From an optimization exercise on the open Yosys and OpenROAD flow, aimed at small area and a short achievable clock period; shortcuts taken in it are not production practice. Function was checked by simulation only, so behaviour that the tests miss may differ from the original. No activity file was given, so power comes from the tool's default toggle rates.

==> flow/design.v (outline; a module is shown in full before it is edited, if it fits) <==
// module nios_2: 929 lines
module nios_2 (
input clk,
input rst,
input enable,   
input  [31:0] inst_fetch,
output wire [7:0] prog_count_o,
output wire        data_mem_wr_o,     
output wire        data_mem_rd_o,     
output wire [31:0] data_mem_addr_o,   
output wire [31:0] data_mem_wdata_o,   
input       [31:0] data_mem_rdata_i    
);
  // ...
==> flow/run.sh <==
#!/bin/bash
# synth_recipe.tcl (not shown) runs the flow's synth.tcl, then flattens the netlist and writes it again
# the make line also repeats each setting of config.mk as NAME=value (left out here)
make -C /OpenROAD-flow-scripts/flow DESIGN_CONFIG=/design/flow/config.mk WORK_HOME=/design/flow/orfs CLKGATE_MAP_FILE= SYNTH_SCRIPT=/design/flow/synth_recipe.tcl finish
==> flow/config.mk <==
export PLATFORM = sky130hd
export DESIGN_NAME = nios_2
export DESIGN_NICKNAME = nios_2
export VERILOG_FILES = /design/flow/design.v
export SDC_FILE = /design/flow/constraint.sdc
export NUM_CORES = 4
export LEC_CHECK = 0
export CAP_MARGIN = 20
export CORE_MARGIN = 2
export CORE_UTILIZATION = 45
export PLACE_DENSITY = 0.55
export SLEW_MARGIN = 20
==> flow/constraint.sdc <==
create_clock -name core_clock -period 10.0 [get_ports {clk}]
set_input_delay 2.0000 -clock core_clock [delete_from_list [all_inputs] [get_ports {clk}]]
set_output_delay 2.0000 -clock core_clock [all_outputs]
set_load 0.01 [all_outputs]
==> flow_summary.yaml, run 1 <==
route:
  met2_length_microns: 142000
logic_synthesis:
  synth_top_family_by_area: "compound AO/OA/AOI/OAI gates"
  synth_seq_area_share: 0.563
  yosys.area_share.simple: 0.0795
cells_and_area:
  final_cell_mix: "edfxtp_1, a22oi_1, dfrtp_1"
  utilization: 0.519
  num-nonclk-buffers: 382
  final_common_cell: "edfxtp_1"
cts:
  tritoncts: "done"
  clkTransAtPathRegs_ps: 60
min_path:
  holdPathStages: 0
  hp-class: "reg -> reg"
critical_path:
  critical_path.slowest_cell: "o41ai_1"
  path_buf_inv: 0
  path_delay_family: "compound AO/OA/AOI/OAI gates"
  rr_endpoint: "regA[24]$_DFF_PN0_"
power_and_ir_drop:
  p_comb_mw: 4.42
  ir_worst_vdd_mv: 0.327
  swShare: 0.317
die:
  die_y_microns: 394
  num_rows: 142
sta:
  hold_viol_final: 0
placement:
  place_ws_ps: 2290
  dp.cells: 7304
grt:
  grt_util_met3: 0.191
outcome:
  status: "no timing/DRC/antenna violations"
==> run 2: changes to the inputs <==
--- a/flow/design.v
+++ b/flow/design.v
@@ -850,31 +850,19 @@
 assign data_mem_wr_o    = m_st;
 assign data_mem_addr_o  = {32{mem_op}} & alu_op;
 assign data_mem_wdata_o = {32{mem_op}} & regB_mem;
 always @ (posedge clk or negedge rst)
 begin
   if (!rst) begin
     prog_count    <= 8'h00;
     prog_count_de <= 8'h00;
-    prog_count_ex <= 8'h00;
-    imm           <= 16'h0;
-    regA          <= 32'h0;
-    regB          <= 32'h0;
-    bo_one        <= 16'h0;
-    bo_two        <= 16'h0;
-    bo_neg        <= 16'h0;
-    regB_mem      <= 32'h0;
-    alu_op        <= 32'h0;
-    alu_op_wb     <= 32'h0;
+    imm[7:0]      <= 8'h0;
     regb_addr     <= 5'h0;
     regb_addr_mem <= 5'h0;
-    dst_ex        <= 5'h0;
-    dst_mem       <= 5'h0;
-    dst_wb        <= 5'h0;
     e_call        <= 1'b1;
     e_callwb      <= 1'b0;
     e_addi        <= 1'b0;
     e_wbb         <= 1'b0;
     e_st          <= 1'b0;
     e_ld          <= 1'b0;
     e_blt         <= 1'b0;
     e_bne         <= 1'b0;
@@ -886,31 +874,19 @@
     m_ld          <= 1'b0;
     m_st          <= 1'b0;
     m_wb          <= 1'b0;
     w_ld          <= 1'b0;
     w_alu         <= 1'b0;
   end else begin
     prog_count    <= prog_count_c;
     prog_count_de <= prog_count;
-    prog_count_ex <= prog_count_de;
-    imm           <= inst_fetch[21:6];
-    regA          <= fwd1 ? alu_op_c : fwd2 ? alu_op : rdA;
-    regB          <= rdB;
-    bo_one        <= bo_one_c;
-    bo_two        <= bo_two_c;
-    bo_neg        <= bo_neg_c;
-    regB_mem      <= regB;
-    alu_op        <= alu_op_c;
-    alu_op_wb     <= alu_op;
+    imm[7:0]      <= inst_fetch[13:6];
     regb_addr     <= regb_addr_c;
     regb_addr_mem <= regb_addr;
-    dst_ex        <= dst_c;
-    dst_mem       <= dst_ex;
-    dst_wb        <= dst_mem;
     e_call        <= call_c;
     e_callwb      <= call_c;
     e_addi        <= (op_c == 6'h04) | (op_c == 6'h15) | (op_c == 6'h17);
     e_wbb         <= (op_c == 6'h04);
     e_st          <= (op_c == 6'h15);
     e_ld          <= (op_c == 6'h17);
     e_blt         <= (op_c == 6'h16);
     e_bne         <= (op_c == 6'h1E);
@@ -921,9 +897,25 @@
     e_jmp         <= (op_c == 6'h3A) & ext_jmp_c;
     m_ld          <= e_ld;
     m_st          <= e_st;
     m_wb          <= e_wbb | e_callwb | e_r;
     w_ld          <= m_ld;
     w_alu         <= m_wb;
   end
 end
+always @ (posedge clk)
+begin
+    imm[15:8]     <= inst_fetch[21:14];
+    prog_count_ex <= prog_count_de;
+    regA          <= fwd1 ? alu_op_c : fwd2 ? alu_op : rdA;
+    regB          <= rdB;
+    bo_one        <= bo_one_c;
+    bo_two        <= bo_two_c;
+    bo_neg        <= bo_neg_c;
+    regB_mem      <= regB;
+    alu_op        <= alu_op_c;
+    alu_op_wb     <= alu_op;
+    dst_ex        <= dst_c;
+    dst_mem       <= dst_ex;
+    dst_wb        <= dst_mem;
+end
 endmodule
==> flow/config.mk (replaced) <==
export PLATFORM = sky130hd
export DESIGN_NAME = nios_2
export DESIGN_NICKNAME = nios_2
export VERILOG_FILES = /design/flow/design.v
export SDC_FILE = /design/flow/constraint.sdc
export NUM_CORES = 4
export LEC_CHECK = 0
export CAP_MARGIN = 20
export CORE_MARGIN = 2
export CORE_UTILIZATION = 40
export PLACE_DENSITY = 0.5
export SETUP_SLACK_MARGIN = 4.0
export SLEW_MARGIN = 20
export TNS_END_PERCENT = 20
==> flow_summary.yaml, run 2 <==
outcome:
  status: "no timing/DRC/antenna violations"
critical_path:
  critPathKind: "in -> reg"
  crit_path_max_incr_delay_ps: 910
  r2r_slack_ps: 3850
  critical_path.slowest_cell: "nand4b_1"
  worstPathArrival_ps: 7090
  cp_cell_sequence: "clkdlybuf4s50_1 -> buf_4 -> nand2b_1 -> buf_4 -> nor3_1 -> buf_4 -> a21boi_1 -> a32o_1 -> nor4_1 -> nand4b_1 -> nand2b_1 -> o22ai_1"
  cpMostUsedCell: "buf_4"
  worstSetupEndpointType: "register"
  cp-start-kind: "primary input"
  required_ps: 10760
  crit_path_max_fanout: 15
power_and_ir_drop:
  power.density_mw_per_mm2: 214
  swShare: 0.347
  power_frac_seq: 0.346
  p_sw_mw: 6.27
  pwr-share-clk: 0.337
  p_int_mw: 11.8
  power.leakage_nw: 29.5
  ir_worst_vdd_mv: 0.384
  p_comb_frac: 0.317
die:
  die_area_sq_mm: 0.180
  die_y_microns: 425
  start_util: 0.402
  core_sq_mm: 0.176
  pin_count: 141
  num_rows: 154
  fp.dieW_microns: 425
logic_synthesis:
  synth_top_area_share: 0.434
  yosysTopAreaCell: "edfxtp_1"
  synthDistinctLibCells: 97
  async_flop_share: 0.0632
  synth_area_sq_mm: 0.0708
  synth_most_common_cell: "edfxtp_1"
  synth_area_leaders: "edfxtp_1, dfxtp_1, fa_1, a22oi_1, xor2_1"
  synth_commonest_cells: "edfxtp_1, a22oi_1, clkbuf_1"
  synth_ff_type: "edfxtp_1"
  synth_seq_area_share: 0.527
  synth_edf_count: 1024
  syn-num-nets: 6284
  synth-seq-cells: 1330
  syn_inst: 5933
  postSynthAreaPerCell_sq_um: 11.9
  yosysWarnings: 2
grt:
  antenna_found_initial: 50
  grt_usage: 0.500
  grt_max_degree: 127
  grt_pass1_vias: 61700
  overflow: 0
  grt_pass1_wl_microns: 597000
placement:
  routabilityCongestion: 1.07
  dp_hpwl_microns: 303000
  dp.cells: 8285
  portBuffers: 140
cells_and_area:
  stdcell_count: 8702
  finalNetCount: 6531
  drive_gt1_frac: 0.175
  final_common_cell: "edfxtp_1"
  syn2layout_area_growth_pct: 19.4
  final_cell_mix: "edfxtp_1, a22oi_1, buf_4"
sta:
  setup_violations: 0
  slew_headroom: 0.110
  period_share: 0.633
  setup_tns_ps: 0
  max_freq_mhz: 158
  rsz0062_at_grt: "true"
  slew_viol_final: 0
  hold_viol_final: 0
  skew_ps: 39.0
  fin_crit_ps: 6330
  tightest_slew_ps: 1320
run:
  drv_cap: 0
cts:
  clock_latency_ps: 880
  htreeDepth: 4
  cts_num_sinks: 1330
  holdBufCountCts: 0
  clkTransAtPathRegs_ps: 60
  tritoncts: "done"
  clockRootBuffer: "clkbuf_16"
  cts_buffer_depth: 3
  cts_made_buffers: 151
route:
  drc: 0
  first_pass_iters: 10
  post_drt_wl_per_cell_microns: 53.3
  viasPerCell: 7.72
  vias: 67200
  drt_iter0_drc: 14200
  antenna_left: 0
  drt_wl_total_microns: 464000
min_path:
  hp-class: "reg -> reg"
-- run 2: cell count changes after synthesis, sizes merged, moves of 63 or more --
cell     delta
a22oi     -164
dfxtp     +222
o2111ai   +149
o211ai    +149
clkbuf    +123
dfrtp     -222
a221oi     -68
nor2       +63
a2111oi    +67
-- run 2: metrics by stage --
| stage | cell area (sq um) | utilization | worst slack (ps) | hold slack (ps) | total power [mW] |
|---|---|---|---|---|---|
| global placement | 77000 | 0.437 | 918 | 312 | 11.6 |
| finish | 84600 | 0.480 | 3670 | 325 | 18.1 |
| global route | 84500 | 0.480 | 3810 | 330 | 18.4 |
| detailed placement | 77200 | 0.438 | 2370 | 312 | 11.6 |
| floorplan | 70800 | - | 4060 | 310 | 9.06 |
| CTS | 83500 | 0.474 | 3950 | 325 | 17.7 |
-- run 2: per-layer routing --
layer / GRT usage / part of all wire / up-vias
met5: 0 / 0.00050 / -
met4: 0.433 / 0.11 / 28
met3: 0.217 / 0.15 / 2423
met2: 0.695 / 0.40 / 7295
met1: 0.589 / 0.34 / 33600
li1: - / - / 23800
-- run 2: cell type report --
type / instances / area, sq um
diodes: 52 / 130
clock buffers: 193 / 4130
clock inverters: 90 / 1160
fillers: 15800 / 91600
inverters: 296 / 1110
multi-input cells: 3804 / 32100
flip-flops and latches: 1330 / 37400
well taps: 2340 / 2930
repair buffers: 597 / 5590
-- run 2: power groups by stage --
stage / Combinational, mW / Sequential [mW] / Clock, mW
after global routing: 5.92 / 6.26 / 6.27
after floorplan: 2.79 / 6.27 / 0
after detailed placement: 5.22 / 6.36 / 0
after global placement: 5.22 / 6.36 / 0
final: 5.74 / 6.25 / 6.09
after CTS: 5.41 / 6.25 / 6.04
-- run 2: what timing repair did --
item | 4_1_cts | 5_1_grt
resized for setup | 172 | 116
buffers inserted | 39 | 34
gates cloned | 4 | 3
endpoints found under the setup margin | 68 | 47
pin swaps | 47 | 88
-- run 2: worst paths after layout --
path	startpoint	end	cells past startpoint
setup / recovery	inst_fetch[25]	bo_two[14]$_DFF_P_	12
hold / removal	dst_ex[3]$_DFF_P_	dst_mem[3]$_DFF_P_	0
setup reg to reg	regA[18]$_DFF_P_	regA[14]$_DFF_P_	20
hold reg to reg	dst_ex[3]$_DFF_P_	dst_mem[3]$_DFF_P_	0
max in group asynchronous	rst	e_mul$_DFF_PN0_	2
min in group asynchronous	rst	rf_rst[13]$_DFFE_PN1P_	1
-- run 2: kinds of logic (layout without fill, tap and decap cells) --
logic type                 Yosys count  in the layout  synth area share
other                                0             52                 0
muxes                               49             49           0.00754
DFF                               1330           1330             0.527
AOI/OAI and AO/OA                 1841           1841             0.209
and+or+nand+nor                   1290           1290            0.0968
xor gates and xnor gates           340            340            0.0430
buffers and inverters              799           1176            0.0448
adders and majority gates          284            284            0.0712
-- run 2: critical path, delay by kind of cell --
family	cells	cell delay, ps
buf+inv	4	1940
compound gates	3	800
simple gates	5	2290

==> separate check: timing with driven ports <==
Ports are ideal in the flow. The routed layouts listed here were re-timed in OpenROAD.
Step 1, drivers: a clkbuf_16 drives clk and a buf_2 each remaining input, both assumed.
Step 2 adds t to the input delays and takes it off the output delays; t is the mean of the earliest and latest rising clock arrival at the registers after step 1. Input paths then give back, and output paths get back, about the clock's delay inside the block.
Slacks: ideal ports / drivers / drivers and shift; pairs: ideal ports / drivers.
run | t, ns | slack for setup (ns) | worst setup path at the end | slew at the worst register clock pin (ns)
run 1 | 0.887 | 2.223 / 2.223 / 2.202 | input to register | 0.07 / 0.07
run 2 | 0.938 | 3.668 / 3.730 / 2.792 | input to register | 0.08 / 0.08
After both steps setup and hold are still met in every run listed. The setup slack of run 2, which loses most, moves by +0.062 ns with the drivers and by -0.876 ns with both steps.
